This design comes from an exercise in tuning for small area and a short achievable clock period on the open sky130 flow, not from production work. Function was not checked in any run shown here: the RTL went through the layout flow alone. No activity file was given, so power comes from the tool's default toggle rates.

## design/flow/config.mk

```make
export PLATFORM = sky130hd
export DESIGN_NAME = mesh
export DESIGN_NICKNAME = mesh
export VERILOG_FILES = /design/flow/design.v
export SDC_FILE = /design/flow/constraint.sdc
export NUM_CORES = 4
export LEC_CHECK = 0
export CAP_MARGIN = 20
export CORE_MARGIN = 2
export CORE_UTILIZATION = 40
export PLACE_DENSITY = 0.6
export SLEW_MARGIN = 20
```

## design/flow/constraint.sdc

```tcl
create_clock -name core_clock -period 7.0 [get_ports {clk}]
set_input_delay 1.4000 -clock core_clock [delete_from_list [all_inputs] [get_ports {clk}]]
set_output_delay 1.4000 -clock core_clock [all_outputs]
set_load 0.01 [all_outputs]
```

## design/flow/design.v

```verilog
module MAC (
    input  wire [17:0] A,
    input  wire [8:0]  NEG,
    input  wire [8:0]  ONE,
    input  wire [8:0]  TWO,
    input  wire        CSEL,
    input  wire [34:0] ACC_S,
    input  wire [3:0] ACC_C,
    output wire [34:0] P_S,
    output wire [3:0] P_C
    );
    wire pp1, pp2, pp3, pp4, pp5, pp6, pp7, pp8, pp9, pp10, pp11, pp12;
    wire pp13, pp14, pp15, pp16, pp17, pp18, pp19, pp20, pp21, pp22, pp23, pp24;
    wire pp25, pp26, pp27, pp28, pp29, pp30, pp31, pp32, pp33, pp34, pp35, pp36;
    wire pp37, pp38, pp39, pp40, pp41, pp42, pp43, pp44, pp45, pp46, pp47, pp48;
    wire pp49, pp50, pp51, pp52, pp53, pp54, pp55, pp56, pp57, pp58, pp59, pp60;
    wire pp61, pp62, pp63, pp64, pp65, pp66, pp67, pp68, pp69, pp70, pp71, pp72;
    wire pp73, pp74, pp75, pp76, pp77, pp78, pp79, pp80, pp81, pp82, pp83, pp84;
    wire pp85, pp86, pp87, pp88, pp89, pp90, pp91, pp92, pp93, pp94, pp95, pp96;
    wire pp97, pp98, pp99, pp100, pp101, pp102, pp103, pp104, pp105, pp106, pp107, pp108;
    wire pp109, pp110, pp111, pp112, pp113, pp114, pp115, pp116, pp117, pp118, pp119, pp120;
    wire pp121, pp122, pp123, pp124, pp125, pp126, pp127, pp128, pp129, pp130, pp131, pp132;
    wire pp133, pp134, pp135, pp136, pp137, pp138, pp139, pp140, pp141, pp142, pp143, pp144;
    wire pp145, pp146, pp147, pp148, pp149, pp150, pp151, pp152, pp153, pp154, pp155, pp156;
    wire pp157, pp158, pp159, pp160, pp161, pp162, pp163, pp164, pp165, pp166, pp167, pp168;
    wire pp169, pp170, pp171, ac172, ac173, ac174, ac175, ac176, ac177, ac178, ac179, ac180;
    wire ac181, ac182, ac183, ac184, ac185, ac186, ac187, ac188, ac189, ac190, ac191, ac192;
    wire ac193, ac194, ac195, ac196, ac197, ac198, ac199, ac200, ac201, ac202, ac203, ac204;
    wire ac205, ac206, ac207, ac208, ac209, ac210, s211, c212, s213, c214, s215, c216;
    wire s217, c218, s219, c220, s221, c222, s223, c224, s225, c226, s227, c228;
    wire s229, c230, s231, c232, s233, c234, s235, c236, s237, c238, s239, c240;
    wire s241, c242, s243, c244, s245, c246, s247, c248, s249, c250, s251, c252;
    wire s253, c254, s255, c256, s257, c258, s259, c260, s261, c262, s263, c264;
    wire s265, c266, s267, c268, s269, c270, s271, c272, s273, c274, s275, c276;
    wire s277, c278, s279, c280, s281, c282, s283, c284, s285, c286, s287, c288;
    wire s289, c290, s291, c292, s293, c294, s295, c296, s297, c298, s299, c300;
    wire s301, c302, s303, c304, s305, c306, s307, c308, s309, c310, s311, c312;
    wire s313, c314, s315, c316, s317, c318, s319, c320, s321, c322, s323, c324;
    wire s325, c326, s327, c328, s329, c330, s331, c332, s333, c334, s335, c336;
    wire s337, c338, s339, c340, s341, c342, s343, c344, s345, c346, s347, c348;
    wire s349, c350, s351, c352, s353, c354, s355, c356, s357, c358, s359, c360;
    wire s361, c362, s363, c364, s365, c366, s367, c368, s369, c370, s371, c372;
    wire s373, c374, s375, c376, s377, c378, s379, c380, s381, c382, s383, c384;
    wire s385, c386, s387, c388, s389, c390, s391, c392, s393, c394, s395, c396;
    wire s397, c398, s399, c400, s401, c402, s403, c404, s405, c406, s407, c408;
    wire s409, c410, s411, c412, s413, c414, s415, c416, s417, c418, s419, c420;
    wire s421, c422, s423, c424, s425, c426, s427, c428, s429, c430, s431, c432;
    wire s433, c434, s435, c436, s437, c438, s439, c440, s441, c442, s443, c444;
    wire s445, c446, s447, c448, s449, c450, s451, c452, s453, c454, s455, c456;
    wire s457, c458, s459, c460, s461, c462, s463, c464, s465, c466, s467, c468;
    wire s469, c470, s471, c472, s473, c474, s475, c476, s477, c478, s479, c480;
    wire s481, c482, s483, c484, s485, c486, s487, c488, s489, c490, s491, c492;
    wire s493, c494, s495, c496, s497, c498, s499, c500, s501, c502, s503, c504;
    wire s505, c506, s507, c508, s509, c510, s511, c512, s513, c514, s515, c516;
    wire s517, c518, s519, c520, s521, c522, s523, c524, s525, c526, s527, c528;
    wire s529, c530, s531, c532, s533, c534, s535, c536, s537, c538, s539, c540;
    wire s541, c542, s543, c544, s545, c546, s547, c548, s549, c550, s551, c552;
    wire s553, c554, s555, c556, s557, c558, s559, c560, s561, c562, s563, c564;
    wire s565, c566, s567, c568, s569, c570;
    assign pp1 = (A[0] & ONE[0]) ^ NEG[0];
    assign pp2 = ((A[1] & ONE[0]) | (A[0] & TWO[0])) ^ NEG[0];
    assign pp3 = ((A[2] & ONE[0]) | (A[1] & TWO[0])) ^ NEG[0];
    assign pp4 = ((A[3] & ONE[0]) | (A[2] & TWO[0])) ^ NEG[0];
    assign pp5 = ((A[4] & ONE[0]) | (A[3] & TWO[0])) ^ NEG[0];
    assign pp6 = ((A[5] & ONE[0]) | (A[4] & TWO[0])) ^ NEG[0];
    assign pp7 = ((A[6] & ONE[0]) | (A[5] & TWO[0])) ^ NEG[0];
    assign pp8 = ((A[7] & ONE[0]) | (A[6] & TWO[0])) ^ NEG[0];
    assign pp9 = ((A[8] & ONE[0]) | (A[7] & TWO[0])) ^ NEG[0];
    assign pp10 = ((A[9] & ONE[0]) | (A[8] & TWO[0])) ^ NEG[0];
    assign pp11 = ((A[10] & ONE[0]) | (A[9] & TWO[0])) ^ NEG[0];
    assign pp12 = ((A[11] & ONE[0]) | (A[10] & TWO[0])) ^ NEG[0];
    assign pp13 = ((A[12] & ONE[0]) | (A[11] & TWO[0])) ^ NEG[0];
    assign pp14 = ((A[13] & ONE[0]) | (A[12] & TWO[0])) ^ NEG[0];
    assign pp15 = ((A[14] & ONE[0]) | (A[13] & TWO[0])) ^ NEG[0];
    assign pp16 = ((A[15] & ONE[0]) | (A[14] & TWO[0])) ^ NEG[0];
    assign pp17 = ((A[16] & ONE[0]) | (A[15] & TWO[0])) ^ NEG[0];
    assign pp18 = ((A[17] & ONE[0]) | (A[16] & TWO[0])) ^ NEG[0];
    assign pp19 = ~(((A[17] & ONE[0]) | (A[17] & TWO[0])) ^ NEG[0]);
    assign pp20 = (A[0] & ONE[1]) ^ NEG[1];
    assign pp21 = ((A[1] & ONE[1]) | (A[0] & TWO[1])) ^ NEG[1];
    assign pp22 = ((A[2] & ONE[1]) | (A[1] & TWO[1])) ^ NEG[1];
    assign pp23 = ((A[3] & ONE[1]) | (A[2] & TWO[1])) ^ NEG[1];
    assign pp24 = ((A[4] & ONE[1]) | (A[3] & TWO[1])) ^ NEG[1];
    assign pp25 = ((A[5] & ONE[1]) | (A[4] & TWO[1])) ^ NEG[1];
    assign pp26 = ((A[6] & ONE[1]) | (A[5] & TWO[1])) ^ NEG[1];
    assign pp27 = ((A[7] & ONE[1]) | (A[6] & TWO[1])) ^ NEG[1];
    assign pp28 = ((A[8] & ONE[1]) | (A[7] & TWO[1])) ^ NEG[1];
    assign pp29 = ((A[9] & ONE[1]) | (A[8] & TWO[1])) ^ NEG[1];
    assign pp30 = ((A[10] & ONE[1]) | (A[9] & TWO[1])) ^ NEG[1];
    assign pp31 = ((A[11] & ONE[1]) | (A[10] & TWO[1])) ^ NEG[1];
    assign pp32 = ((A[12] & ONE[1]) | (A[11] & TWO[1])) ^ NEG[1];
    assign pp33 = ((A[13] & ONE[1]) | (A[12] & TWO[1])) ^ NEG[1];
    assign pp34 = ((A[14] & ONE[1]) | (A[13] & TWO[1])) ^ NEG[1];
    assign pp35 = ((A[15] & ONE[1]) | (A[14] & TWO[1])) ^ NEG[1];
    assign pp36 = ((A[16] & ONE[1]) | (A[15] & TWO[1])) ^ NEG[1];
    assign pp37 = ((A[17] & ONE[1]) | (A[16] & TWO[1])) ^ NEG[1];
    assign pp38 = ~(((A[17] & ONE[1]) | (A[17] & TWO[1])) ^ NEG[1]);
    assign pp39 = (A[0] & ONE[2]) ^ NEG[2];
    assign pp40 = ((A[1] & ONE[2]) | (A[0] & TWO[2])) ^ NEG[2];
    assign pp41 = ((A[2] & ONE[2]) | (A[1] & TWO[2])) ^ NEG[2];
    assign pp42 = ((A[3] & ONE[2]) | (A[2] & TWO[2])) ^ NEG[2];
    assign pp43 = ((A[4] & ONE[2]) | (A[3] & TWO[2])) ^ NEG[2];
    assign pp44 = ((A[5] & ONE[2]) | (A[4] & TWO[2])) ^ NEG[2];
    assign pp45 = ((A[6] & ONE[2]) | (A[5] & TWO[2])) ^ NEG[2];
    assign pp46 = ((A[7] & ONE[2]) | (A[6] & TWO[2])) ^ NEG[2];
    assign pp47 = ((A[8] & ONE[2]) | (A[7] & TWO[2])) ^ NEG[2];
    assign pp48 = ((A[9] & ONE[2]) | (A[8] & TWO[2])) ^ NEG[2];
    assign pp49 = ((A[10] & ONE[2]) | (A[9] & TWO[2])) ^ NEG[2];
    assign pp50 = ((A[11] & ONE[2]) | (A[10] & TWO[2])) ^ NEG[2];
    assign pp51 = ((A[12] & ONE[2]) | (A[11] & TWO[2])) ^ NEG[2];
    assign pp52 = ((A[13] & ONE[2]) | (A[12] & TWO[2])) ^ NEG[2];
    assign pp53 = ((A[14] & ONE[2]) | (A[13] & TWO[2])) ^ NEG[2];
    assign pp54 = ((A[15] & ONE[2]) | (A[14] & TWO[2])) ^ NEG[2];
    assign pp55 = ((A[16] & ONE[2]) | (A[15] & TWO[2])) ^ NEG[2];
    assign pp56 = ((A[17] & ONE[2]) | (A[16] & TWO[2])) ^ NEG[2];
    assign pp57 = ~(((A[17] & ONE[2]) | (A[17] & TWO[2])) ^ NEG[2]);
    assign pp58 = (A[0] & ONE[3]) ^ NEG[3];
    assign pp59 = ((A[1] & ONE[3]) | (A[0] & TWO[3])) ^ NEG[3];
    assign pp60 = ((A[2] & ONE[3]) | (A[1] & TWO[3])) ^ NEG[3];
    assign pp61 = ((A[3] & ONE[3]) | (A[2] & TWO[3])) ^ NEG[3];
    assign pp62 = ((A[4] & ONE[3]) | (A[3] & TWO[3])) ^ NEG[3];
    assign pp63 = ((A[5] & ONE[3]) | (A[4] & TWO[3])) ^ NEG[3];
    assign pp64 = ((A[6] & ONE[3]) | (A[5] & TWO[3])) ^ NEG[3];
    assign pp65 = ((A[7] & ONE[3]) | (A[6] & TWO[3])) ^ NEG[3];
    assign pp66 = ((A[8] & ONE[3]) | (A[7] & TWO[3])) ^ NEG[3];
    assign pp67 = ((A[9] & ONE[3]) | (A[8] & TWO[3])) ^ NEG[3];
    assign pp68 = ((A[10] & ONE[3]) | (A[9] & TWO[3])) ^ NEG[3];
    assign pp69 = ((A[11] & ONE[3]) | (A[10] & TWO[3])) ^ NEG[3];
    assign pp70 = ((A[12] & ONE[3]) | (A[11] & TWO[3])) ^ NEG[3];
    assign pp71 = ((A[13] & ONE[3]) | (A[12] & TWO[3])) ^ NEG[3];
    assign pp72 = ((A[14] & ONE[3]) | (A[13] & TWO[3])) ^ NEG[3];
    assign pp73 = ((A[15] & ONE[3]) | (A[14] & TWO[3])) ^ NEG[3];
    assign pp74 = ((A[16] & ONE[3]) | (A[15] & TWO[3])) ^ NEG[3];
    assign pp75 = ((A[17] & ONE[3]) | (A[16] & TWO[3])) ^ NEG[3];
    assign pp76 = ~(((A[17] & ONE[3]) | (A[17] & TWO[3])) ^ NEG[3]);
    assign pp77 = (A[0] & ONE[4]) ^ NEG[4];
    assign pp78 = ((A[1] & ONE[4]) | (A[0] & TWO[4])) ^ NEG[4];
    assign pp79 = ((A[2] & ONE[4]) | (A[1] & TWO[4])) ^ NEG[4];
    assign pp80 = ((A[3] & ONE[4]) | (A[2] & TWO[4])) ^ NEG[4];
    assign pp81 = ((A[4] & ONE[4]) | (A[3] & TWO[4])) ^ NEG[4];
    assign pp82 = ((A[5] & ONE[4]) | (A[4] & TWO[4])) ^ NEG[4];
    assign pp83 = ((A[6] & ONE[4]) | (A[5] & TWO[4])) ^ NEG[4];
    assign pp84 = ((A[7] & ONE[4]) | (A[6] & TWO[4])) ^ NEG[4];
    assign pp85 = ((A[8] & ONE[4]) | (A[7] & TWO[4])) ^ NEG[4];
    assign pp86 = ((A[9] & ONE[4]) | (A[8] & TWO[4])) ^ NEG[4];
    assign pp87 = ((A[10] & ONE[4]) | (A[9] & TWO[4])) ^ NEG[4];
    assign pp88 = ((A[11] & ONE[4]) | (A[10] & TWO[4])) ^ NEG[4];
    assign pp89 = ((A[12] & ONE[4]) | (A[11] & TWO[4])) ^ NEG[4];
    assign pp90 = ((A[13] & ONE[4]) | (A[12] & TWO[4])) ^ NEG[4];
    assign pp91 = ((A[14] & ONE[4]) | (A[13] & TWO[4])) ^ NEG[4];
    assign pp92 = ((A[15] & ONE[4]) | (A[14] & TWO[4])) ^ NEG[4];
    assign pp93 = ((A[16] & ONE[4]) | (A[15] & TWO[4])) ^ NEG[4];
    assign pp94 = ((A[17] & ONE[4]) | (A[16] & TWO[4])) ^ NEG[4];
    assign pp95 = ~(((A[17] & ONE[4]) | (A[17] & TWO[4])) ^ NEG[4]);
    assign pp96 = (A[0] & ONE[5]) ^ NEG[5];
    assign pp97 = ((A[1] & ONE[5]) | (A[0] & TWO[5])) ^ NEG[5];
    assign pp98 = ((A[2] & ONE[5]) | (A[1] & TWO[5])) ^ NEG[5];
    assign pp99 = ((A[3] & ONE[5]) | (A[2] & TWO[5])) ^ NEG[5];
    assign pp100 = ((A[4] & ONE[5]) | (A[3] & TWO[5])) ^ NEG[5];
    assign pp101 = ((A[5] & ONE[5]) | (A[4] & TWO[5])) ^ NEG[5];
    assign pp102 = ((A[6] & ONE[5]) | (A[5] & TWO[5])) ^ NEG[5];
    assign pp103 = ((A[7] & ONE[5]) | (A[6] & TWO[5])) ^ NEG[5];
    assign pp104 = ((A[8] & ONE[5]) | (A[7] & TWO[5])) ^ NEG[5];
    assign pp105 = ((A[9] & ONE[5]) | (A[8] & TWO[5])) ^ NEG[5];
    assign pp106 = ((A[10] & ONE[5]) | (A[9] & TWO[5])) ^ NEG[5];
    assign pp107 = ((A[11] & ONE[5]) | (A[10] & TWO[5])) ^ NEG[5];
    assign pp108 = ((A[12] & ONE[5]) | (A[11] & TWO[5])) ^ NEG[5];
    assign pp109 = ((A[13] & ONE[5]) | (A[12] & TWO[5])) ^ NEG[5];
    assign pp110 = ((A[14] & ONE[5]) | (A[13] & TWO[5])) ^ NEG[5];
    assign pp111 = ((A[15] & ONE[5]) | (A[14] & TWO[5])) ^ NEG[5];
    assign pp112 = ((A[16] & ONE[5]) | (A[15] & TWO[5])) ^ NEG[5];
    assign pp113 = ((A[17] & ONE[5]) | (A[16] & TWO[5])) ^ NEG[5];
    assign pp114 = ~(((A[17] & ONE[5]) | (A[17] & TWO[5])) ^ NEG[5]);
    assign pp115 = (A[0] & ONE[6]) ^ NEG[6];
    assign pp116 = ((A[1] & ONE[6]) | (A[0] & TWO[6])) ^ NEG[6];
    assign pp117 = ((A[2] & ONE[6]) | (A[1] & TWO[6])) ^ NEG[6];
    assign pp118 = ((A[3] & ONE[6]) | (A[2] & TWO[6])) ^ NEG[6];
    assign pp119 = ((A[4] & ONE[6]) | (A[3] & TWO[6])) ^ NEG[6];
    assign pp120 = ((A[5] & ONE[6]) | (A[4] & TWO[6])) ^ NEG[6];
    assign pp121 = ((A[6] & ONE[6]) | (A[5] & TWO[6])) ^ NEG[6];
    assign pp122 = ((A[7] & ONE[6]) | (A[6] & TWO[6])) ^ NEG[6];
    assign pp123 = ((A[8] & ONE[6]) | (A[7] & TWO[6])) ^ NEG[6];
    assign pp124 = ((A[9] & ONE[6]) | (A[8] & TWO[6])) ^ NEG[6];
    assign pp125 = ((A[10] & ONE[6]) | (A[9] & TWO[6])) ^ NEG[6];
    assign pp126 = ((A[11] & ONE[6]) | (A[10] & TWO[6])) ^ NEG[6];
    assign pp127 = ((A[12] & ONE[6]) | (A[11] & TWO[6])) ^ NEG[6];
    assign pp128 = ((A[13] & ONE[6]) | (A[12] & TWO[6])) ^ NEG[6];
    assign pp129 = ((A[14] & ONE[6]) | (A[13] & TWO[6])) ^ NEG[6];
    assign pp130 = ((A[15] & ONE[6]) | (A[14] & TWO[6])) ^ NEG[6];
    assign pp131 = ((A[16] & ONE[6]) | (A[15] & TWO[6])) ^ NEG[6];
    assign pp132 = ((A[17] & ONE[6]) | (A[16] & TWO[6])) ^ NEG[6];
    assign pp133 = ~(((A[17] & ONE[6]) | (A[17] & TWO[6])) ^ NEG[6]);
    assign pp134 = (A[0] & ONE[7]) ^ NEG[7];
    assign pp135 = ((A[1] & ONE[7]) | (A[0] & TWO[7])) ^ NEG[7];
    assign pp136 = ((A[2] & ONE[7]) | (A[1] & TWO[7])) ^ NEG[7];
    assign pp137 = ((A[3] & ONE[7]) | (A[2] & TWO[7])) ^ NEG[7];
    assign pp138 = ((A[4] & ONE[7]) | (A[3] & TWO[7])) ^ NEG[7];
    assign pp139 = ((A[5] & ONE[7]) | (A[4] & TWO[7])) ^ NEG[7];
    assign pp140 = ((A[6] & ONE[7]) | (A[5] & TWO[7])) ^ NEG[7];
    assign pp141 = ((A[7] & ONE[7]) | (A[6] & TWO[7])) ^ NEG[7];
    assign pp142 = ((A[8] & ONE[7]) | (A[7] & TWO[7])) ^ NEG[7];
    assign pp143 = ((A[9] & ONE[7]) | (A[8] & TWO[7])) ^ NEG[7];
    assign pp144 = ((A[10] & ONE[7]) | (A[9] & TWO[7])) ^ NEG[7];
    assign pp145 = ((A[11] & ONE[7]) | (A[10] & TWO[7])) ^ NEG[7];
    assign pp146 = ((A[12] & ONE[7]) | (A[11] & TWO[7])) ^ NEG[7];
    assign pp147 = ((A[13] & ONE[7]) | (A[12] & TWO[7])) ^ NEG[7];
    assign pp148 = ((A[14] & ONE[7]) | (A[13] & TWO[7])) ^ NEG[7];
    assign pp149 = ((A[15] & ONE[7]) | (A[14] & TWO[7])) ^ NEG[7];
    assign pp150 = ((A[16] & ONE[7]) | (A[15] & TWO[7])) ^ NEG[7];
    assign pp151 = ((A[17] & ONE[7]) | (A[16] & TWO[7])) ^ NEG[7];
    assign pp152 = ~(((A[17] & ONE[7]) | (A[17] & TWO[7])) ^ NEG[7]);
    assign pp153 = (A[0] & ONE[8]) ^ NEG[8];
    assign pp154 = ((A[1] & ONE[8]) | (A[0] & TWO[8])) ^ NEG[8];
    assign pp155 = ((A[2] & ONE[8]) | (A[1] & TWO[8])) ^ NEG[8];
    assign pp156 = ((A[3] & ONE[8]) | (A[2] & TWO[8])) ^ NEG[8];
    assign pp157 = ((A[4] & ONE[8]) | (A[3] & TWO[8])) ^ NEG[8];
    assign pp158 = ((A[5] & ONE[8]) | (A[4] & TWO[8])) ^ NEG[8];
    assign pp159 = ((A[6] & ONE[8]) | (A[5] & TWO[8])) ^ NEG[8];
    assign pp160 = ((A[7] & ONE[8]) | (A[6] & TWO[8])) ^ NEG[8];
    assign pp161 = ((A[8] & ONE[8]) | (A[7] & TWO[8])) ^ NEG[8];
    assign pp162 = ((A[9] & ONE[8]) | (A[8] & TWO[8])) ^ NEG[8];
    assign pp163 = ((A[10] & ONE[8]) | (A[9] & TWO[8])) ^ NEG[8];
    assign pp164 = ((A[11] & ONE[8]) | (A[10] & TWO[8])) ^ NEG[8];
    assign pp165 = ((A[12] & ONE[8]) | (A[11] & TWO[8])) ^ NEG[8];
    assign pp166 = ((A[13] & ONE[8]) | (A[12] & TWO[8])) ^ NEG[8];
    assign pp167 = ((A[14] & ONE[8]) | (A[13] & TWO[8])) ^ NEG[8];
    assign pp168 = ((A[15] & ONE[8]) | (A[14] & TWO[8])) ^ NEG[8];
    assign pp169 = ((A[16] & ONE[8]) | (A[15] & TWO[8])) ^ NEG[8];
    assign pp170 = ((A[17] & ONE[8]) | (A[16] & TWO[8])) ^ NEG[8];
    assign pp171 = ~(((A[17] & ONE[8]) | (A[17] & TWO[8])) ^ NEG[8]);
    assign ac172 = ACC_S[0] & CSEL;
    assign ac173 = ACC_S[1] & CSEL;
    assign ac174 = ACC_S[2] & CSEL;
    assign ac175 = ACC_S[3] & CSEL;
    assign ac176 = ACC_S[4] & CSEL;
    assign ac177 = ACC_S[5] & CSEL;
    assign ac178 = ACC_S[6] & CSEL;
    assign ac179 = ACC_S[7] & CSEL;
    assign ac180 = ACC_S[8] & CSEL;
    assign ac181 = ACC_S[9] & CSEL;
    assign ac182 = ACC_S[10] & CSEL;
    assign ac183 = ACC_S[11] & CSEL;
    assign ac184 = ACC_S[12] & CSEL;
    assign ac185 = ACC_S[13] & CSEL;
    assign ac186 = ACC_S[14] & CSEL;
    assign ac187 = ACC_S[15] & CSEL;
    assign ac188 = ACC_S[16] & CSEL;
    assign ac189 = ACC_S[17] & CSEL;
    assign ac190 = ACC_S[18] & CSEL;
    assign ac191 = ACC_S[19] & CSEL;
    assign ac192 = ACC_S[20] & CSEL;
    assign ac193 = ACC_S[21] & CSEL;
    assign ac194 = ACC_S[22] & CSEL;
    assign ac195 = ACC_S[23] & CSEL;
    assign ac196 = ACC_S[24] & CSEL;
    assign ac197 = ACC_S[25] & CSEL;
    assign ac198 = ACC_S[26] & CSEL;
    assign ac199 = ACC_S[27] & CSEL;
    assign ac200 = ACC_S[28] & CSEL;
    assign ac201 = ACC_S[29] & CSEL;
    assign ac202 = ACC_S[30] & CSEL;
    assign ac203 = ACC_S[31] & CSEL;
    assign ac204 = ACC_S[32] & CSEL;
    assign ac205 = ACC_S[33] & CSEL;
    assign ac206 = ACC_S[34] & CSEL;
    assign ac207 = ACC_C[0] & CSEL;
    assign ac208 = ACC_C[1] & CSEL;
    assign ac209 = ACC_C[2] & CSEL;
    assign ac210 = ACC_C[3] & CSEL;
    assign s211 = NEG[0] ^ pp1 ^ ac172;
    assign c212 = (NEG[0] & pp1) | (NEG[0] & ac172) | (pp1 & ac172);
    assign s213 = pp2 ^ ac173;
    assign c214 = pp2 & ac173;
    assign s215 = NEG[1] ^ pp3 ^ pp20;
    assign c216 = (NEG[1] & pp3) | (NEG[1] & pp20) | (pp3 & pp20);
    assign s217 = ac174 ^ c214 ^ s215;
    assign c218 = (ac174 & c214) | (ac174 & s215) | (c214 & s215);
    assign s219 = pp4 ^ pp21 ^ ac175;
    assign c220 = (pp4 & pp21) | (pp4 & ac175) | (pp21 & ac175);
    assign s221 = c216 ^ s219;
    assign c222 = c216 & s219;
    assign s223 = NEG[2] ^ pp5 ^ pp22;
    assign c224 = (NEG[2] & pp5) | (NEG[2] & pp22) | (pp5 & pp22);
    assign s225 = pp39 ^ ac176 ^ c220;
    assign c226 = (pp39 & ac176) | (pp39 & c220) | (ac176 & c220);
    assign s227 = s223 ^ c222 ^ s225;
    assign c228 = (s223 & c222) | (s223 & s225) | (c222 & s225);
    assign s229 = pp6 ^ pp23 ^ pp40;
    assign c230 = (pp6 & pp23) | (pp6 & pp40) | (pp23 & pp40);
    assign s231 = ac177 ^ c224 ^ s229;
    assign c232 = (ac177 & c224) | (ac177 & s229) | (c224 & s229);
    assign s233 = c226 ^ s231;
    assign c234 = c226 & s231;
    assign s235 = NEG[3] ^ pp7 ^ pp24;
    assign c236 = (NEG[3] & pp7) | (NEG[3] & pp24) | (pp7 & pp24);
    assign s237 = pp41 ^ pp58 ^ ac178;
    assign c238 = (pp41 & pp58) | (pp41 & ac178) | (pp58 & ac178);
    assign s239 = c230 ^ s235 ^ s237;
    assign c240 = (c230 & s235) | (c230 & s237) | (s235 & s237);
    assign s241 = c232 ^ s239;
    assign c242 = c232 & s239;
    assign s243 = pp8 ^ pp25 ^ pp42;
    assign c244 = (pp8 & pp25) | (pp8 & pp42) | (pp25 & pp42);
    assign s245 = pp59 ^ ac179 ^ ac207;
    assign c246 = (pp59 & ac179) | (pp59 & ac207) | (ac179 & ac207);
    assign s247 = c236 ^ c238 ^ s243;
    assign c248 = (c236 & c238) | (c236 & s243) | (c238 & s243);
    assign s249 = s245 ^ c240 ^ s247;
    assign c250 = (s245 & c240) | (s245 & s247) | (c240 & s247);
    assign s251 = NEG[4] ^ pp9 ^ pp26;
    assign c252 = (NEG[4] & pp9) | (NEG[4] & pp26) | (pp9 & pp26);
    assign s253 = pp43 ^ pp60 ^ pp77;
    assign c254 = (pp43 & pp60) | (pp43 & pp77) | (pp60 & pp77);
    assign s255 = ac180 ^ c244 ^ c246;
    assign c256 = (ac180 & c244) | (ac180 & c246) | (c244 & c246);
    assign s257 = s251 ^ s253 ^ s255;
    assign c258 = (s251 & s253) | (s251 & s255) | (s253 & s255);
    assign s259 = c248 ^ c250 ^ s257;
    assign c260 = (c248 & c250) | (c248 & s257) | (c250 & s257);
    assign s261 = pp10 ^ pp27 ^ pp44;
    assign c262 = (pp10 & pp27) | (pp10 & pp44) | (pp27 & pp44);
    assign s263 = pp61 ^ pp78 ^ ac181;
    assign c264 = (pp61 & pp78) | (pp61 & ac181) | (pp78 & ac181);
    assign s265 = c252 ^ c254 ^ s261;
    assign c266 = (c252 & c254) | (c252 & s261) | (c254 & s261);
    assign s267 = s263 ^ c256 ^ s265;
    assign c268 = (s263 & c256) | (s263 & s265) | (c256 & s265);
    assign s269 = c258 ^ s267;
    assign c270 = c258 & s267;
    assign s271 = NEG[5] ^ pp11 ^ pp28;
    assign c272 = (NEG[5] & pp11) | (NEG[5] & pp28) | (pp11 & pp28);
    assign s273 = pp45 ^ pp62 ^ pp79;
    assign c274 = (pp45 & pp62) | (pp45 & pp79) | (pp62 & pp79);
    assign s275 = pp96 ^ ac182 ^ c262;
    assign c276 = (pp96 & ac182) | (pp96 & c262) | (ac182 & c262);
    assign s277 = c264 ^ s271 ^ s273;
    assign c278 = (c264 & s271) | (c264 & s273) | (s271 & s273);
    assign s279 = s275 ^ c266 ^ s277;
    assign c280 = (s275 & c266) | (s275 & s277) | (c266 & s277);
    assign s281 = c268 ^ s279;
    assign c282 = c268 & s279;
    assign s283 = pp12 ^ pp29 ^ pp46;
    assign c284 = (pp12 & pp29) | (pp12 & pp46) | (pp29 & pp46);
    assign s285 = pp63 ^ pp80 ^ pp97;
    assign c286 = (pp63 & pp80) | (pp63 & pp97) | (pp80 & pp97);
    assign s287 = ac183 ^ c272 ^ c274;
    assign c288 = (ac183 & c272) | (ac183 & c274) | (c272 & c274);
    assign s289 = s283 ^ s285 ^ c276;
    assign c290 = (s283 & s285) | (s283 & c276) | (s285 & c276);
    assign s291 = s287 ^ c278 ^ s289;
    assign c292 = (s287 & c278) | (s287 & s289) | (c278 & s289);
    assign s293 = c280 ^ c282 ^ s291;
    assign c294 = (c280 & c282) | (c280 & s291) | (c282 & s291);
    assign s295 = NEG[6] ^ pp13 ^ pp30;
    assign c296 = (NEG[6] & pp13) | (NEG[6] & pp30) | (pp13 & pp30);
    assign s297 = pp47 ^ pp64 ^ pp81;
    assign c298 = (pp47 & pp64) | (pp47 & pp81) | (pp64 & pp81);
    assign s299 = pp98 ^ pp115 ^ ac184;
    assign c300 = (pp98 & pp115) | (pp98 & ac184) | (pp115 & ac184);
    assign s301 = c284 ^ c286 ^ s295;
    assign c302 = (c284 & c286) | (c284 & s295) | (c286 & s295);
    assign s303 = s297 ^ s299 ^ c288;
    assign c304 = (s297 & s299) | (s297 & c288) | (s299 & c288);
    assign s305 = s301 ^ c290 ^ s303;
    assign c306 = (s301 & c290) | (s301 & s303) | (c290 & s303);
    assign s307 = c292 ^ s305;
    assign c308 = c292 & s305;
    assign s309 = pp14 ^ pp31 ^ pp48;
    assign c310 = (pp14 & pp31) | (pp14 & pp48) | (pp31 & pp48);
    assign s311 = pp65 ^ pp82 ^ pp99;
    assign c312 = (pp65 & pp82) | (pp65 & pp99) | (pp82 & pp99);
    assign s313 = pp116 ^ ac185 ^ c296;
    assign c314 = (pp116 & ac185) | (pp116 & c296) | (ac185 & c296);
    assign s315 = c298 ^ c300 ^ s309;
    assign c316 = (c298 & c300) | (c298 & s309) | (c300 & s309);
    assign s317 = s311 ^ s313 ^ c302;
    assign c318 = (s311 & s313) | (s311 & c302) | (s313 & c302);
    assign s319 = s315 ^ c304 ^ s317;
    assign c320 = (s315 & c304) | (s315 & s317) | (c304 & s317);
    assign s321 = c306 ^ s319;
    assign c322 = c306 & s319;
    assign s323 = NEG[7] ^ pp15 ^ pp32;
    assign c324 = (NEG[7] & pp15) | (NEG[7] & pp32) | (pp15 & pp32);
    assign s325 = pp49 ^ pp66 ^ pp83;
    assign c326 = (pp49 & pp66) | (pp49 & pp83) | (pp66 & pp83);
    assign s327 = pp100 ^ pp117 ^ pp134;
    assign c328 = (pp100 & pp117) | (pp100 & pp134) | (pp117 & pp134);
    assign s329 = ac186 ^ ac208 ^ c310;
    assign c330 = (ac186 & ac208) | (ac186 & c310) | (ac208 & c310);
    assign s331 = c312 ^ s323 ^ s325;
    assign c332 = (c312 & s323) | (c312 & s325) | (s323 & s325);
    assign s333 = s327 ^ c314 ^ s329;
    assign c334 = (s327 & c314) | (s327 & s329) | (c314 & s329);
    assign s335 = c316 ^ s331 ^ c318;
    assign c336 = (c316 & s331) | (c316 & c318) | (s331 & c318);
    assign s337 = s333 ^ c320 ^ s335;
    assign c338 = (s333 & c320) | (s333 & s335) | (c320 & s335);
    assign s339 = pp16 ^ pp33 ^ pp50;
    assign c340 = (pp16 & pp33) | (pp16 & pp50) | (pp33 & pp50);
    assign s341 = pp67 ^ pp84 ^ pp101;
    assign c342 = (pp67 & pp84) | (pp67 & pp101) | (pp84 & pp101);
    assign s343 = pp118 ^ pp135 ^ ac187;
    assign c344 = (pp118 & pp135) | (pp118 & ac187) | (pp135 & ac187);
    assign s345 = c324 ^ c326 ^ c328;
    assign c346 = (c324 & c326) | (c324 & c328) | (c326 & c328);
    assign s347 = s339 ^ s341 ^ s343;
    assign c348 = (s339 & s341) | (s339 & s343) | (s341 & s343);
    assign s349 = c330 ^ s345 ^ c332;
    assign c350 = (c330 & s345) | (c330 & c332) | (s345 & c332);
    assign s351 = s347 ^ c334 ^ s349;
    assign c352 = (s347 & c334) | (s347 & s349) | (c334 & s349);
    assign s353 = c336 ^ s351;
    assign c354 = c336 & s351;
    assign s355 = NEG[8] ^ pp17 ^ pp34;
    assign c356 = (NEG[8] & pp17) | (NEG[8] & pp34) | (pp17 & pp34);
    assign s357 = pp51 ^ pp68 ^ pp85;
    assign c358 = (pp51 & pp68) | (pp51 & pp85) | (pp68 & pp85);
    assign s359 = pp102 ^ pp119 ^ pp136;
    assign c360 = (pp102 & pp119) | (pp102 & pp136) | (pp119 & pp136);
    assign s361 = pp153 ^ ac188 ^ c340;
    assign c362 = (pp153 & ac188) | (pp153 & c340) | (ac188 & c340);
    assign s363 = c342 ^ c344 ^ s355;
    assign c364 = (c342 & c344) | (c342 & s355) | (c344 & s355);
    assign s365 = s357 ^ s359 ^ c346;
    assign c366 = (s357 & s359) | (s357 & c346) | (s359 & c346);
    assign s367 = s361 ^ c348 ^ s363;
    assign c368 = (s361 & c348) | (s361 & s363) | (c348 & s363);
    assign s369 = c350 ^ s365 ^ s367;
    assign c370 = (c350 & s365) | (c350 & s367) | (s365 & s367);
    assign s371 = c352 ^ s369;
    assign c372 = c352 & s369;
    assign s373 = pp18 ^ pp35 ^ pp52;
    assign c374 = (pp18 & pp35) | (pp18 & pp52) | (pp35 & pp52);
    assign s375 = pp69 ^ pp86 ^ pp103;
    assign c376 = (pp69 & pp86) | (pp69 & pp103) | (pp86 & pp103);
    assign s377 = pp120 ^ pp137 ^ pp154;
    assign c378 = (pp120 & pp137) | (pp120 & pp154) | (pp137 & pp154);
    assign s379 = ac189 ^ c356 ^ c358;
    assign c380 = (ac189 & c356) | (ac189 & c358) | (c356 & c358);
    assign s381 = c360 ^ s373 ^ s375;
    assign c382 = (c360 & s373) | (c360 & s375) | (s373 & s375);
    assign s383 = s377 ^ c362 ^ s379;
    assign c384 = (s377 & c362) | (s377 & s379) | (c362 & s379);
    assign s385 = c364 ^ s381 ^ c366;
    assign c386 = (c364 & s381) | (c364 & c366) | (s381 & c366);
    assign s387 = c368 ^ s383 ^ s385;
    assign c388 = (c368 & s383) | (c368 & s385) | (s383 & s385);
    assign s389 = c370 ^ c372 ^ s387;
    assign c390 = (c370 & c372) | (c370 & s387) | (c372 & s387);
    assign s391 = ~(pp19 ^ pp36);
    assign c392 = pp19 | pp36;
    assign s393 = pp53 ^ pp70 ^ pp87;
    assign c394 = (pp53 & pp70) | (pp53 & pp87) | (pp70 & pp87);
    assign s395 = pp104 ^ pp121 ^ pp138;
    assign c396 = (pp104 & pp121) | (pp104 & pp138) | (pp121 & pp138);
    assign s397 = pp155 ^ ac190 ^ c374;
    assign c398 = (pp155 & ac190) | (pp155 & c374) | (ac190 & c374);
    assign s399 = c376 ^ c378 ^ s391;
    assign c400 = (c376 & c378) | (c376 & s391) | (c378 & s391);
    assign s401 = s393 ^ s395 ^ c380;
    assign c402 = (s393 & s395) | (s393 & c380) | (s395 & c380);
    assign s403 = s397 ^ c382 ^ s399;
    assign c404 = (s397 & c382) | (s397 & s399) | (c382 & s399);
    assign s405 = c384 ^ s401 ^ s403;
    assign c406 = (c384 & s401) | (c384 & s403) | (s401 & s403);
    assign s407 = c386 ^ s405 ^ c388;
    assign c408 = (c386 & s405) | (c386 & c388) | (s405 & c388);
    assign s409 = ~(pp37 ^ pp54);
    assign c410 = pp37 | pp54;
    assign s411 = pp71 ^ pp88 ^ pp105;
    assign c412 = (pp71 & pp88) | (pp71 & pp105) | (pp88 & pp105);
    assign s413 = pp122 ^ pp139 ^ pp156;
    assign c414 = (pp122 & pp139) | (pp122 & pp156) | (pp139 & pp156);
    assign s415 = ac191 ^ c392 ^ c394;
    assign c416 = (ac191 & c392) | (ac191 & c394) | (c392 & c394);
    assign s417 = c396 ^ s409 ^ s411;
    assign c418 = (c396 & s409) | (c396 & s411) | (s409 & s411);
    assign s419 = s413 ^ c398 ^ s415;
    assign c420 = (s413 & c398) | (s413 & s415) | (c398 & s415);
    assign s421 = c400 ^ s417 ^ c402;
    assign c422 = (c400 & s417) | (c400 & c402) | (s417 & c402);
    assign s423 = c404 ^ s419 ^ s421;
    assign c424 = (c404 & s419) | (c404 & s421) | (s419 & s421);
    assign s425 = c406 ^ s423;
    assign c426 = c406 & s423;
    assign s427 = pp38 ^ pp55 ^ pp72;
    assign c428 = (pp38 & pp55) | (pp38 & pp72) | (pp55 & pp72);
    assign s429 = pp89 ^ pp106 ^ pp123;
    assign c430 = (pp89 & pp106) | (pp89 & pp123) | (pp106 & pp123);
    assign s431 = pp140 ^ pp157 ^ ac192;
    assign c432 = (pp140 & pp157) | (pp140 & ac192) | (pp157 & ac192);
    assign s433 = c410 ^ c412 ^ c414;
    assign c434 = (c410 & c412) | (c410 & c414) | (c412 & c414);
    assign s435 = s427 ^ s429 ^ s431;
    assign c436 = (s427 & s429) | (s427 & s431) | (s429 & s431);
    assign s437 = c416 ^ s433 ^ c418;
    assign c438 = (c416 & s433) | (c416 & c418) | (s433 & c418);
    assign s439 = s435 ^ c420 ^ s437;
    assign c440 = (s435 & c420) | (s435 & s437) | (c420 & s437);
    assign s441 = c422 ^ s439 ^ c424;
    assign c442 = (c422 & s439) | (c422 & c424) | (s439 & c424);
    assign s443 = ~(pp56 ^ pp73);
    assign c444 = pp56 | pp73;
    assign s445 = pp90 ^ pp107 ^ pp124;
    assign c446 = (pp90 & pp107) | (pp90 & pp124) | (pp107 & pp124);
    assign s447 = pp141 ^ pp158 ^ ac193;
    assign c448 = (pp141 & pp158) | (pp141 & ac193) | (pp158 & ac193);
    assign s449 = ac209 ^ c428 ^ c430;
    assign c450 = (ac209 & c428) | (ac209 & c430) | (c428 & c430);
    assign s451 = c432 ^ s443 ^ s445;
    assign c452 = (c432 & s443) | (c432 & s445) | (s443 & s445);
    assign s453 = s447 ^ c434 ^ s449;
    assign c454 = (s447 & c434) | (s447 & s449) | (c434 & s449);
    assign s455 = c436 ^ s451 ^ c438;
    assign c456 = (c436 & s451) | (c436 & c438) | (s451 & c438);
    assign s457 = s453 ^ c440 ^ s455;
    assign c458 = (s453 & c440) | (s453 & s455) | (c440 & s455);
    assign s459 = pp57 ^ pp74 ^ pp91;
    assign c460 = (pp57 & pp74) | (pp57 & pp91) | (pp74 & pp91);
    assign s461 = pp108 ^ pp125 ^ pp142;
    assign c462 = (pp108 & pp125) | (pp108 & pp142) | (pp125 & pp142);
    assign s463 = pp159 ^ ac194 ^ c444;
    assign c464 = (pp159 & ac194) | (pp159 & c444) | (ac194 & c444);
    assign s465 = c446 ^ c448 ^ s459;
    assign c466 = (c446 & c448) | (c446 & s459) | (c448 & s459);
    assign s467 = s461 ^ c450 ^ s463;
    assign c468 = (s461 & c450) | (s461 & s463) | (c450 & s463);
    assign s469 = c452 ^ s465 ^ c454;
    assign c470 = (c452 & s465) | (c452 & c454) | (s465 & c454);
    assign s471 = s467 ^ c456 ^ s469;
    assign c472 = (s467 & c456) | (s467 & s469) | (c456 & s469);
    assign s473 = ~(pp75 ^ pp92);
    assign c474 = pp75 | pp92;
    assign s475 = pp109 ^ pp126 ^ pp143;
    assign c476 = (pp109 & pp126) | (pp109 & pp143) | (pp126 & pp143);
    assign s477 = pp160 ^ ac195 ^ c460;
    assign c478 = (pp160 & ac195) | (pp160 & c460) | (ac195 & c460);
    assign s479 = c462 ^ s473 ^ s475;
    assign c480 = (c462 & s473) | (c462 & s475) | (s473 & s475);
    assign s481 = c464 ^ s477 ^ c466;
    assign c482 = (c464 & s477) | (c464 & c466) | (s477 & c466);
    assign s483 = s479 ^ c468 ^ s481;
    assign c484 = (s479 & c468) | (s479 & s481) | (c468 & s481);
    assign s485 = c470 ^ s483;
    assign c486 = c470 & s483;
    assign s487 = pp76 ^ pp93 ^ pp110;
    assign c488 = (pp76 & pp93) | (pp76 & pp110) | (pp93 & pp110);
    assign s489 = pp127 ^ pp144 ^ pp161;
    assign c490 = (pp127 & pp144) | (pp127 & pp161) | (pp144 & pp161);
    assign s491 = ac196 ^ c474 ^ c476;
    assign c492 = (ac196 & c474) | (ac196 & c476) | (c474 & c476);
    assign s493 = s487 ^ s489 ^ c478;
    assign c494 = (s487 & s489) | (s487 & c478) | (s489 & c478);
    assign s495 = s491 ^ c480 ^ c482;
    assign c496 = (s491 & c480) | (s491 & c482) | (c480 & c482);
    assign s497 = s493 ^ c484 ^ s495;
    assign c498 = (s493 & c484) | (s493 & s495) | (c484 & s495);
    assign s499 = ~(pp94 ^ pp111);
    assign c500 = pp94 | pp111;
    assign s501 = pp128 ^ pp145 ^ pp162;
    assign c502 = (pp128 & pp145) | (pp128 & pp162) | (pp145 & pp162);
    assign s503 = ac197 ^ c488 ^ c490;
    assign c504 = (ac197 & c488) | (ac197 & c490) | (c488 & c490);
    assign s505 = s499 ^ s501 ^ c492;
    assign c506 = (s499 & s501) | (s499 & c492) | (s501 & c492);
    assign s507 = s503 ^ c494 ^ s505;
    assign c508 = (s503 & c494) | (s503 & s505) | (c494 & s505);
    assign s509 = c496 ^ s507;
    assign c510 = c496 & s507;
    assign s511 = pp95 ^ pp112 ^ pp129;
    assign c512 = (pp95 & pp112) | (pp95 & pp129) | (pp112 & pp129);
    assign s513 = pp146 ^ pp163 ^ ac198;
    assign c514 = (pp146 & pp163) | (pp146 & ac198) | (pp163 & ac198);
    assign s515 = c500 ^ c502 ^ s511;
    assign c516 = (c500 & c502) | (c500 & s511) | (c502 & s511);
    assign s517 = s513 ^ c504 ^ s515;
    assign c518 = (s513 & c504) | (s513 & s515) | (c504 & s515);
    assign s519 = c506 ^ s517 ^ c508;
    assign c520 = (c506 & s517) | (c506 & c508) | (s517 & c508);
    assign s521 = ~(pp113 ^ pp130);
    assign c522 = pp113 | pp130;
    assign s523 = pp147 ^ pp164 ^ ac199;
    assign c524 = (pp147 & pp164) | (pp147 & ac199) | (pp164 & ac199);
    assign s525 = c512 ^ c514 ^ s521;
    assign c526 = (c512 & c514) | (c512 & s521) | (c514 & s521);
    assign s527 = s523 ^ c516 ^ s525;
    assign c528 = (s523 & c516) | (s523 & s525) | (c516 & s525);
    assign s529 = c518 ^ s527;
    assign c530 = c518 & s527;
    assign s531 = pp114 ^ pp131 ^ pp148;
    assign c532 = (pp114 & pp131) | (pp114 & pp148) | (pp131 & pp148);
    assign s533 = pp165 ^ ac200 ^ ac210;
    assign c534 = (pp165 & ac200) | (pp165 & ac210) | (ac200 & ac210);
    assign s535 = c522 ^ c524 ^ s531;
    assign c536 = (c522 & c524) | (c522 & s531) | (c524 & s531);
    assign s537 = s533 ^ c526 ^ s535;
    assign c538 = (s533 & c526) | (s533 & s535) | (c526 & s535);
    assign s539 = c528 ^ s537;
    assign c540 = c528 & s537;
    assign s541 = ~(pp132 ^ pp149);
    assign c542 = pp132 | pp149;
    assign s543 = pp166 ^ ac201 ^ c532;
    assign c544 = (pp166 & ac201) | (pp166 & c532) | (ac201 & c532);
    assign s545 = c534 ^ s541 ^ s543;
    assign c546 = (c534 & s541) | (c534 & s543) | (s541 & s543);
    assign s547 = c536 ^ c538 ^ s545;
    assign c548 = (c536 & c538) | (c536 & s545) | (c538 & s545);
    assign s549 = pp133 ^ pp150 ^ pp167;
    assign c550 = (pp133 & pp150) | (pp133 & pp167) | (pp150 & pp167);
    assign s551 = ac202 ^ c542 ^ s549;
    assign c552 = (ac202 & c542) | (ac202 & s549) | (c542 & s549);
    assign s553 = c544 ^ s551 ^ c546;
    assign c554 = (c544 & s551) | (c544 & c546) | (s551 & c546);
    assign s555 = ~(pp151 ^ pp168);
    assign c556 = pp151 | pp168;
    assign s557 = ac203 ^ c550 ^ s555;
    assign c558 = (ac203 & c550) | (ac203 & s555) | (c550 & s555);
    assign s559 = c552 ^ s557;
    assign c560 = c552 & s557;
    assign s561 = pp152 ^ pp169 ^ ac204;
    assign c562 = (pp152 & pp169) | (pp152 & ac204) | (pp169 & ac204);
    assign s563 = c556 ^ s561 ^ c558;
    assign c564 = (c556 & s561) | (c556 & c558) | (s561 & c558);
    assign s565 = ~(pp170 ^ ac205);
    assign c566 = pp170 | ac205;
    assign s567 = c562 ^ s565;
    assign c568 = c562 & s565;
    assign s569 = pp171 ^ ac206 ^ c566;
    assign c570 = (pp171 & ac206) | (pp171 & c566) | (ac206 & c566);
    wire [34:0] X = {c568, c564, c560, c554, c548, c540, c530, c520, c510, c498, c486, c472, c458, c442, c426, c408, c390, s389, c354, c338, c322, c308, c294, s293, c270, c260, s259, c242, c234, c228, s227, c218, s217, c212, s211};
    wire [34:0] Y = {s569, s567, s563, s559, s553, s547, s539, s529, s519, s509, s497, s485, s471, s457, s441, s425, s407, 1'b0, s371, s353, s337, s321, s307, 1'b0, s281, s269, 1'b0, s249, s241, s233, 1'b0, s221, 1'b0, s213, 1'b0};
    assign {P_C[0], P_S[6:0]} = {1'b0, X[6:0]} + {1'b0, Y[6:0]};
    assign {P_C[1], P_S[13:7]} = {1'b0, X[13:7]} + {1'b0, Y[13:7]};
    assign {P_C[2], P_S[20:14]} = {1'b0, X[20:14]} + {1'b0, Y[20:14]};
    assign {P_C[3], P_S[27:21]} = {1'b0, X[27:21]} + {1'b0, Y[27:21]};
    assign P_S[34:28] = X[34:28] + Y[34:28];
endmodule
`timescale 1ns / 1ps
module dly # (
    parameter integer DATA_WIDTH = 18,
    parameter integer CYC_DLY = 1
)
(
    input wire clk,
    input wire [DATA_WIDTH-1:0] din,
    output wire [DATA_WIDTH-1:0] dout
    );
    reg [DATA_WIDTH-1:0] dlys [CYC_DLY-1:0];
    always @ (posedge clk)
        dlys[0] <= din;
    genvar i;
    generate
    for(i = 1; i < CYC_DLY; i = i + 1)
    begin : stage
        always @ (posedge clk)
            dlys[i] <= dlys[i-1];
    end
    endgenerate
    assign dout = dlys[CYC_DLY-1];
endmodule
`timescale 1ns / 1ps
module node(
    input wire clk,
    input wire rstn,
    input wire [17:0] ain,
    input wire vin,
    input wire [17:0] bin,
    input wire csel,
    output wire [17:0] aout,
    output wire vout,
    output wire [17:0] res
    );
    reg [17:0] bufa;
    reg v;
    assign aout = bufa;
    assign vout = v;
    always @ (posedge clk)
    begin
        if(1'b0 == rstn)
        begin
            bufa <= 18'd0;
            v <= 1'b0;
        end
        else
        begin
            bufa <= ain;
            v <= vin;
        end
    end
    wire [18:0] bx = {bin, 1'b0};
    wire [8:0] neg_d, one_d, two_d;
    genvar k;
    generate
    for(k = 0; k < 9; k = k + 1)
    begin : rec
        assign one_d[k] = bx[2*k+1] ^ bx[2*k];
        assign two_d[k] = (bx[2*k+2] & ~bx[2*k+1] & ~bx[2*k]) |
                          (~bx[2*k+2] & bx[2*k+1] & bx[2*k]);
        assign neg_d[k] = bx[2*k+2] & ~(bx[2*k+1] & bx[2*k]);
    end
    endgenerate
    reg [8:0] bneg, bone, btwo;
    always @ (posedge clk)
    begin
        bneg <= neg_d & {9{rstn & vin}};
        bone <= one_d;
        btwo <= two_d;
    end
    reg [34:0] p_s;
    reg [3:0] p_c;
    wire [34:0] n_s;
    wire [3:0] n_c;
    MAC dspcore (
        .A(bufa),
        .NEG(bneg),
        .ONE(bone),
        .TWO(btwo),
        .CSEL(csel),
        .ACC_S(p_s),
        .ACC_C(p_c),
        .P_S(n_s),
        .P_C(n_c)
    );
    always @ (posedge clk)
    begin
        p_s <= n_s;
        p_c <= n_c;
    end
    wire [34:0] p = p_s + {6'd0, p_c[3], 6'd0, p_c[2], 6'd0, p_c[1], 6'd0, p_c[0], 7'd0};
    assign res = p[34:17];
endmodule
`timescale 1ns / 1ps
module mesh # (
    parameter integer IDX_WIDTH_FOR_NODES = 3,
    parameter integer NUM_NODES = 2 ** IDX_WIDTH_FOR_NODES
)
(
    input clk,
    input rstn,
    input [17:0] init,
    input [1:0] asel,
    input [NUM_NODES-1:0] csels,
    input [IDX_WIDTH_FOR_NODES-1:0] ressel,
    input [1:0] dinsel,
    input [18*NUM_NODES-1:0] mbram_dout,
    input [17:0] vbram0_dout,
    input [17:0] vbram1_dout,
    output [17:0] vbram0_din,
    output [17:0] vbram1_din
    );
    wire [17:0] bdly [NUM_NODES-1:0];
    assign bdly[0] = mbram_dout[17:0];
    genvar i;
    generate
    for(i = 1; i < NUM_NODES; i = i + 1)
    begin : lane
        dly # (
            .DATA_WIDTH(18),
            .CYC_DLY(i)
        ) dly_inst (
            .clk(clk),
            .din(mbram_dout[18*i +: 18]),
            .dout(bdly[i])
        );
    end
    endgenerate
    wire [17:0] ress [NUM_NODES-1:0];
    wire [17:0] aout2in [NUM_NODES:0];
    wire [NUM_NODES:0] v2in;
    wire [17:0] vbram_dout_selected = asel[0] ? vbram1_dout : vbram0_dout;
    assign aout2in[0] = asel[1] ? init : vbram_dout_selected;
    assign v2in[0] = 1'b1;
    generate
    for(i = 0; i < NUM_NODES; i = i + 1)
    begin : nd
        node node_in_mesh (
            .clk(clk),
            .rstn(rstn),
            .ain(aout2in[i]),
            .vin(v2in[i]),
            .bin(bdly[i]),
            .csel(csels[i]),
            .aout(aout2in[i+1]),
            .vout(v2in[i+1]),
            .res(ress[i])
        );
    end
    endgenerate
    reg [17:0] res_bufs [NUM_NODES-1:0];
    generate
    for(i = 0; i < NUM_NODES; i = i + 1)
    begin : rb
        always @ (posedge clk)
            res_bufs[i] <= ress[i];
    end
    endgenerate
    wire [17:0] res_selected = res_bufs[ressel];
    assign vbram0_din = dinsel[0] ? vbram1_dout : res_selected;
    assign vbram1_din = dinsel[1] ? vbram0_dout : res_selected;
endmodule
```

## design/flow/run.sh

```bash
#!/bin/bash
# synth_recipe.tcl (not shown) runs the flow's synth.tcl, then flattens the netlist and writes it again
# the make line also repeats each setting of config.mk as NAME=value (left out here)
make -C /OpenROAD-flow-scripts/flow DESIGN_CONFIG=/design/flow/config.mk WORK_HOME=/design/flow/orfs CLKGATE_MAP_FILE= SYNTH_SCRIPT=/design/flow/synth_recipe.tcl finish
```

==> qor.csv, run 1 <==
metric,value,unit
place.gp.congestion,0.931,
worstSetupEndpointType,primary output,
relSlewSlack,23.4,%
detailroute.via_count,71105,
ys_ff_latch,1327,
design_area,0.113,mm²
ys_warn_count,18,
reg2regPathDepth,17,
synth_nets,12113,
critPathMaxFanout,19,
synth-edff-count,0,
met1_usage,29.3,%
grt_max_degree,107,
rsz0062_at_grt,no,
maxCapViolCount,0,
io_buffer_count,250,
post_cts.repair.setup_buffers,0,
dieArea,0.256,mm²
async_reset_ff_share,0,%
htreeDepth,4,
syn2layout_area_growth,11.5,%
hold_start,lane[4].dly_inst.dlys[2][14],
drt_iter0_drc,6067,
setup_viol,0,
die_h,506,µm
gr-usage-met3,3.86,%
overflow,0,
power_leakage,48.1,nW
fp-row-count,184,
peakVddDrop,0.000428,V
post_dp_cell_area,0.107,mm²
grt_usage,22.1,%
via_per_inst,5.25,
path_clk_slew,70,ps
syn_inst,10130,
nets,12049,
hold_violations,0,
avgSynthCellArea,9.96,µm²
pin_count,251,
r2r_slack,1490,ps
numCtsBuffers,157,
top_usage_layer,met2,
final_antenna_net_count,0,
cts_tree,yes,
clock_path_buffers,3,
root_buffer,clkbuf_16,
crit_arrival,4350,ps
fmax,0.174,GHz
antenna_found_initial,20,
cts_hold_buffers,0,
min_period_over_period,82.1,%
synthesis.area,0.101,mm²
r2r_end,nd[4].node_in_mesh.p_s[20],
p_per_area,308,mW/mm²
fp.dieW,506,µm
worstSetupStartpointType,primary input,
status,finished clean,
route.detailed.drc,0,
cts-resized-gates,0,
hold_path_class,register to register,
crit-reg2reg-launch,nd[4].node_in_mesh.bone[1],
hpwl,213,mm
clock-sinks,1327,
avgRoutedWirePerCell,20.8,µm
drt_first_pass_iters,6,
required,5600,ps
worst_pin_slew,1150,ps
period_needed,5750,ps
skew,45.9,ps
clk_latency,850,ps
initial_core_util,40.2,%
grt_pass1_wl,445,mm
critPathKind,primary input to primary output,
tns,0,ps
use_met2,35.3,%
holdPathStages,0,
routed_wl,283,mm
first_global_vias,76189,
drive_gt1_share,6.57,%
drv_slew,0,
core,0.251,mm²
whs_endpoint,lane[4].dly_inst.dlys[3][14],
synthFlopType,dfxtp_1,
netlist-cell-type-count,59,
yosysSeqAreaShare,26.3,%
## per-stage QoR
step           instances  hold WS (ps)  setup slack (ps)  utilization, %  power, mW
2_1_floorplan      10130           310              1400               -       21.9
3_3_place_gp       13255           311               722            42.6       25.7
3_5_place_dp       13255           312               554            42.6       26.1
4_1_cts            13543           314              1270            44.8       35.0
5_1_grt            13549           315              1140            44.8       37.6
6_report           13556           314              1250            44.8       34.6
## cells in the mapped netlist, types with 19 or more instances
cell type	count	area share, %
mux2_2	23	0.26
a21oi_1	110	0.55
inv_1	1419	5.3
buf_1	218	0.81
nor3b_1	63	0.47
a21o_1	78	0.58
xnor2_1	1039	9.0
fa_1	1232	24
a22oi_1	1226	9.1
nor2_1	133	0.49
o21ai_0	237	1.2
nand2_1	547	2.0
nand4_1	19	0.12
o21bai_1	51	0.38
nand2b_1	28	0.17
ha_1	536	6.6
dfxtp_1	1327	26
and3_1	34	0.21
nor2b_1	23	0.14
clkbuf_1	572	2.1
and2_1	274	1.7
a31oi_1	26	0.16
mux2i_1	28	0.28
nand3_1	41	0.20
xor2_1	679	5.9
## worst max-delay path: stages
cell             delay, ps
buf_2                  360
inv_1                  330
nor2_1                 440
a22o_1                 260
a221o_1                190
o21ai_0                340
o21ai_0                390
clkdlybuf4s50_1        610
## placed cells by master (no fill, tap or decap), types with 63 or more instances in the layout
| cell | n |
|---|---|
| inv_1 | 1419 |
| dfxtp_1 | 1327 |
| fa_1 | 1232 |
| a22oi_1 | 1226 |
| xnor2_1 | 1039 |
| xor2_1 | 679 |
| nand2_1 | 547 |
| ha_1 | 536 |
| buf_4 | 324 |
| and2_1 | 274 |
| clkdlybuf4s50_1 | 243 |
| o21ai_0 | 237 |
| clkbuf_16 | 158 |
| nor2_1 | 133 |
| a21oi_1 | 110 |
| a21o_1 | 78 |
| nor3b_1 | 63 |
## where the power goes
group	internal (mW)	switching (mW)
registers	9.23	1.46
clock network	5.00	3.56
logic	7.10	8.30
## worst max-delay path by stage
stage | startpoint | endpoint | slack, ps | depth (start not counted)
2_1_floorplan | csels[1] | nd[1].node_in_mesh.p_s[20] | 1400 | 16
3_3_place_gp | csels[6] | nd[6].node_in_mesh.p_s[27] | 720 | 18
3_5_place_dp | csels[6] | nd[6].node_in_mesh.p_c[3] | 550 | 17
4_1_cts | ressel[1] | vbram0_din[3] | 1270 | 8
5_1_grt | ressel[1] | vbram0_din[3] | 1140 | 8
6_report | ressel[1] | vbram0_din[3] | 1250 | 8
## logic make-up after synthesis
kind of cell	Yosys count	synth area share [%]
buffers and inverters	2232	8.31
adders and majority gates	1768	31.1
xor gates and xnor gates	1718	14.9
muxes	62	0.780
DFF	1327	26.3
AOI/OAI and AO/OA	1820	12.8
and+or+nand+nor	1203	5.85
## layout make-up
type / instances / area [µm²]
clock inverters: 97 / 1210
fillers: 23685 / 139000
diodes: 13 / 32.5
repair buffers: 574 / 4910
multi-input cells: 6571 / 66000
flip-flops and latches: 1327 / 26600
well taps: 3348 / 4190
clock buffers: 191 / 4280
inverters: 1435 / 5390
## layer usage
metal / share of wire, % / vias up / routed length, µm
met5: 0.015 / - / 41
met4: 4.5 / 6 / 12800
met3: 7.1 / 565 / 20200
met2: 46 / 2702 / 129000
met1: 43 / 35500 / 120000
li1: - / 32332 / -
## sequential cells by signal, summed over array words and instances (netlist names)
| name | cells |
|---|---|
| nd.node_in_mesh.bone | 72 |
| nd.node_in_mesh.bufa | 144 |
| nd.node_in_mesh.v | 7 |
| res_bufs | 144 |
| nd.node_in_mesh.bneg | 72 |
| lane.dly_inst.dlys | 504 |
| nd.node_in_mesh.p_s | 280 |
| nd.node_in_mesh.btwo | 72 |
| nd.node_in_mesh.p_c | 32 |
==> run 2: changes to the inputs <==
--- a/design/flow/config.mk
+++ b/design/flow/config.mk
@@ -7,2 +7,3 @@
 export LEC_CHECK = 0
+export ABC_CLOCK_PERIOD_IN_PS = 4000
 export CAP_MARGIN = 20
@@ -11,2 +12,3 @@
 export PLACE_DENSITY = 0.6
+export SETUP_SLACK_MARGIN = 3.2
 export SLEW_MARGIN = 20
==> qor.csv, run 2 <==
metric,value,unit
maxCapViolCount,0,
drv_slew,0,
syn_inst,10130,
setup_viol,0,
grt_usage,23.5,%
post_dp_cell_area,0.109,mm²
fp-row-count,184,
yosys-top-cells-count,"1419 x inv_1, 1327 x dfxtp_1, 1232 x fa_1, 1226 x a22oi_1, 1039 x xnor2_1",
clock-sinks,1327,
relSlewSlack,37.0,%
largest_register,lane.dly_inst.dlys,
status,finished clean,
drt_first_pass_iters,8,
numCtsBuffers,151,
route.detailed.drc,0,
grt_pass1_wl,474,mm
peakVddDrop,0.000546,V
antenna_found_initial,24,
tns,0,ps
synth-edff-count,0,
grt_max_degree,80,
netlist-cell-type-count,59,
worstSetupStartpointType,register,
htreeDepth,4,
layout_common_cells,"1136 x inv_1, 1035 x dfxtp_1, 918 x xnor2_1",
largest_reg_flops,504,
reg_top3,"lane.dly_inst.dlys (504), nd.node_in_mesh.p_s (280)",
worstSetupEndpointType,register,
dieArea,0.256,mm²
core,0.251,mm²
critPathMaxFanout,6,
pin_count,251,
clk_latency,850,ps
worst_pin_slew,937,ps
yosysSeqAreaShare,26.3,%
power_leakage,54.7,nW
root_buffer,clkbuf_16,
crit_top_cell,fa_2,
path_cells,buf_12 > a22oi_2 > xor2_1 > fa_2 > fa_2 > fa_2 > inv_2 > fa_2 > inv_2 > fa_2 > inv_2 > ha_4 > inv_2 > fa_2 > inv_2 > a21oi_2 > o21bai_1 > a21o_1 > a21oi_2 > xnor2_1,
async_reset_ff_share,0,%
hold_violations,0,
cts_tree,yes,
final_common_cell,inv_1,
nets,12947,
place.gp.congestion,0.908,
critPathKind,register to register,
hold_path_class,register to register,
synthesis.area,0.101,mm²
ys_warn_count,18,
initial_core_util,40.2,%
routed_wl,309,mm
design_area,0.132,mm²
clock_path_buffers,3,
p_per_area,312,mW/mm²
drive_gt1_share,32.7,%
path_clk_slew,70,ps
avgRoutedWirePerCell,21.4,µm
rsz0062_at_grt,yes,
yosys.area.top_type,dfxtp_1,
fp.dieW,506,µm
detailroute.via_count,77232,
hpwl,208,mm
die_h,506,µm
fmax,0.216,GHz
power,41.1,mW
yosysMostFrequentCell,inv_1,
required,7740,ps
critical-path-max-stage-delay,560,ps
skew,64.7,ps
avgSynthCellArea,9.96,µm²
final_antenna_net_count,0,
critical-path-top-delay-family,adder cells,
syn2layout_area_growth,30.3,%
first_global_vias,81806,
synth_nets,12113,
synth_top_area_share,26.3,%
period_needed,4630,ps
drt_iter0_drc,6582,
fin_util,52.4,%
ys_ff_latch,1327,
overflow,0,
synthFlopType,dfxtp_1,
min_period_over_period,66.1,%
crit_arrival,5370,ps
io_buffer_count,250,
critPathSlowestCell,fa_2,
via_per_inst,5.35,
synth_area_leaders,"dfxtp_1 26%, fa_1 24%, a22oi_1 9.1%",
path_buf_inv,6,
-- run 2: cell types whose count changed in the layout (fill, tap and decap cells not counted), moves of 119 or more --
| cell | before | now |
|---|---|---|
| inv_1 | 1419 | 1136 |
| ha_4 | 0 | 131 |
| fa_2 | 0 | 445 |
| fa_1 | 1232 | 787 |
| ha_1 | 536 | 392 |
| buf_4 | 324 | 747 |
| a22oi_1 | 1226 | 853 |
| xnor2_1 | 1039 | 918 |
| inv_2 | 7 | 276 |
| a22oi_2 | 0 | 373 |
| xnor2_2 | 0 | 119 |
| dfxtp_1 | 1327 | 1035 |
| dfxtp_4 | 0 | 252 |
| buf_6 | 0 | 276 |
-- run 2: cell families after synthesis --
logic type	after synthesis	synth area share (%)
AO/OA/AOI/OAI	1820	12.8
XOR/XNOR	1718	14.9
adder cells (fa/ha/maj)	1768	31.1
buffers and inverters	2232	8.31
flip-flops	1327	26.3
multiplexers	62	0.780
AND/OR/NAND/NOR	1203	5.85
-- run 2: per-stage QoR --
step / hold WS, ps / instances / worst slack [ps]
6_report: 298 / 14442 / 2370
5_1_grt: 312 / 14439 / 2170
4_1_cts: 303 / 14262 / 2450
3_5_place_dp: 312 / 13189 / 945
3_3_place_gp: 310 / 13189 / 969
2_1_floorplan: 310 / 10130 / 2090
-- run 2: final timing paths --
kind	start	to	slack [ps]	depth (start not counted)
worst min-delay path	lane[7].dly_inst.dlys[5][2]	lane[7].dly_inst.dlys[6][2]	300	0
worst min register to register	lane[7].dly_inst.dlys[5][2]	lane[7].dly_inst.dlys[6][2]	300	0
worst max register to register	nd[5].node_in_mesh.bufa[11]	nd[5].node_in_mesh.p_s[27]	2370	20
worst max-delay path	nd[5].node_in_mesh.bufa[11]	nd[5].node_in_mesh.p_s[27]	2370	20
-- run 2: layout make-up --
type | count | area [µm²]
antenna | 6 | 15.0
clock buffer | 199 | 4300
clock inverter | 78 | 1110
fill | 21371 | 120000
inverter | 1435 | 5470
multi-input combinational | 6571 | 73800
sequential | 1327 | 27600
tap | 3348 | 4190
timing repair buffer | 1475 | 15000
timing repair inverter | 3 | 22.5
-- run 2: what timing repair did --
action,CTS,global route
gates cloned,12,7
setup buffers,784,167
pin swaps,949,507
endpoints found under the setup margin,286,224
resized for setup,2214,541
hold buffers,0,0
-- run 2: report_power, final --
part	leakage [nW]	switching [mW]	internal (mW)	total (mW)
Sequential	11.3	1.52	9.20	10.7
Combinational	40.8	10.6	11.3	21.9
Clock	2.61	3.60	4.85	8.44
Total	54.7	15.7	25.4	41.1
-- run 2: worst register-to-register path, stage by stage, from the launching register on --
cell and delay (ps):
dfxtp_4 380, buf_12 140, a22oi_2 170, xor2_1 210
fa_2 480, fa_2 380, fa_2 540, inv_2 40
fa_2 570, inv_2 40, fa_2 320, inv_2 80
ha_4 130, inv_2 30, fa_2 350, inv_2 70
a21oi_2 60, o21bai_1 190, a21o_1 150, a21oi_2 50
xnor2_1 120
-- run 2: per-layer routing --
| layer | vias to the layer above | wire length [µm] | GRT usage (%) | part of all wire, % |
|---|---|---|---|---|
| met2 | 3584 | 144000 | 38.0 | 46 |
| met5 | - | 53 | 0 | 0.017 |
| met3 | 963 | 24100 | 4.45 | 7.8 |
| met4 | 8 | 15600 | 10.3 | 5.0 |
| met1 | 38504 | 126000 | 30.6 | 41 |
| li1 | 34173 | - | - | - |

-- static timing again, ports no longer ideal --
Ports are ideal in the flow. The routed layouts listed here were re-timed in OpenROAD.
Step 1 sets driving cells, clkbuf_16 on the clock port and buf_2 on the other inputs (assumed; they add their load-dependent delay and slew).
Step 2 also shifts input and output timing later by t, the mid clock arrival at the registers, as if the neighbouring blocks saw the same clock.
Three values: no drivers, after step 1, after step 2; two values: the first two.
| run | t, ns | slack for setup (ns) | worst hold slack (ns) | pins driven straight from the clock port |
|---|---|---|---|---|
| run 1 | 0.918 | 1.253 / 1.090 / 0.584 | 0.314 / 0.314 / 0.314 | 1 |
| run 2 | 0.920 | 2.374 / 2.288 / 1.650 | 0.298 / 0.298 / 0.298 | 1 |
After both steps setup and hold are still met in every run listed. The setup slack of run 2, which loses most, moves by -0.086 ns with the drivers and by -0.724 ns with both steps.
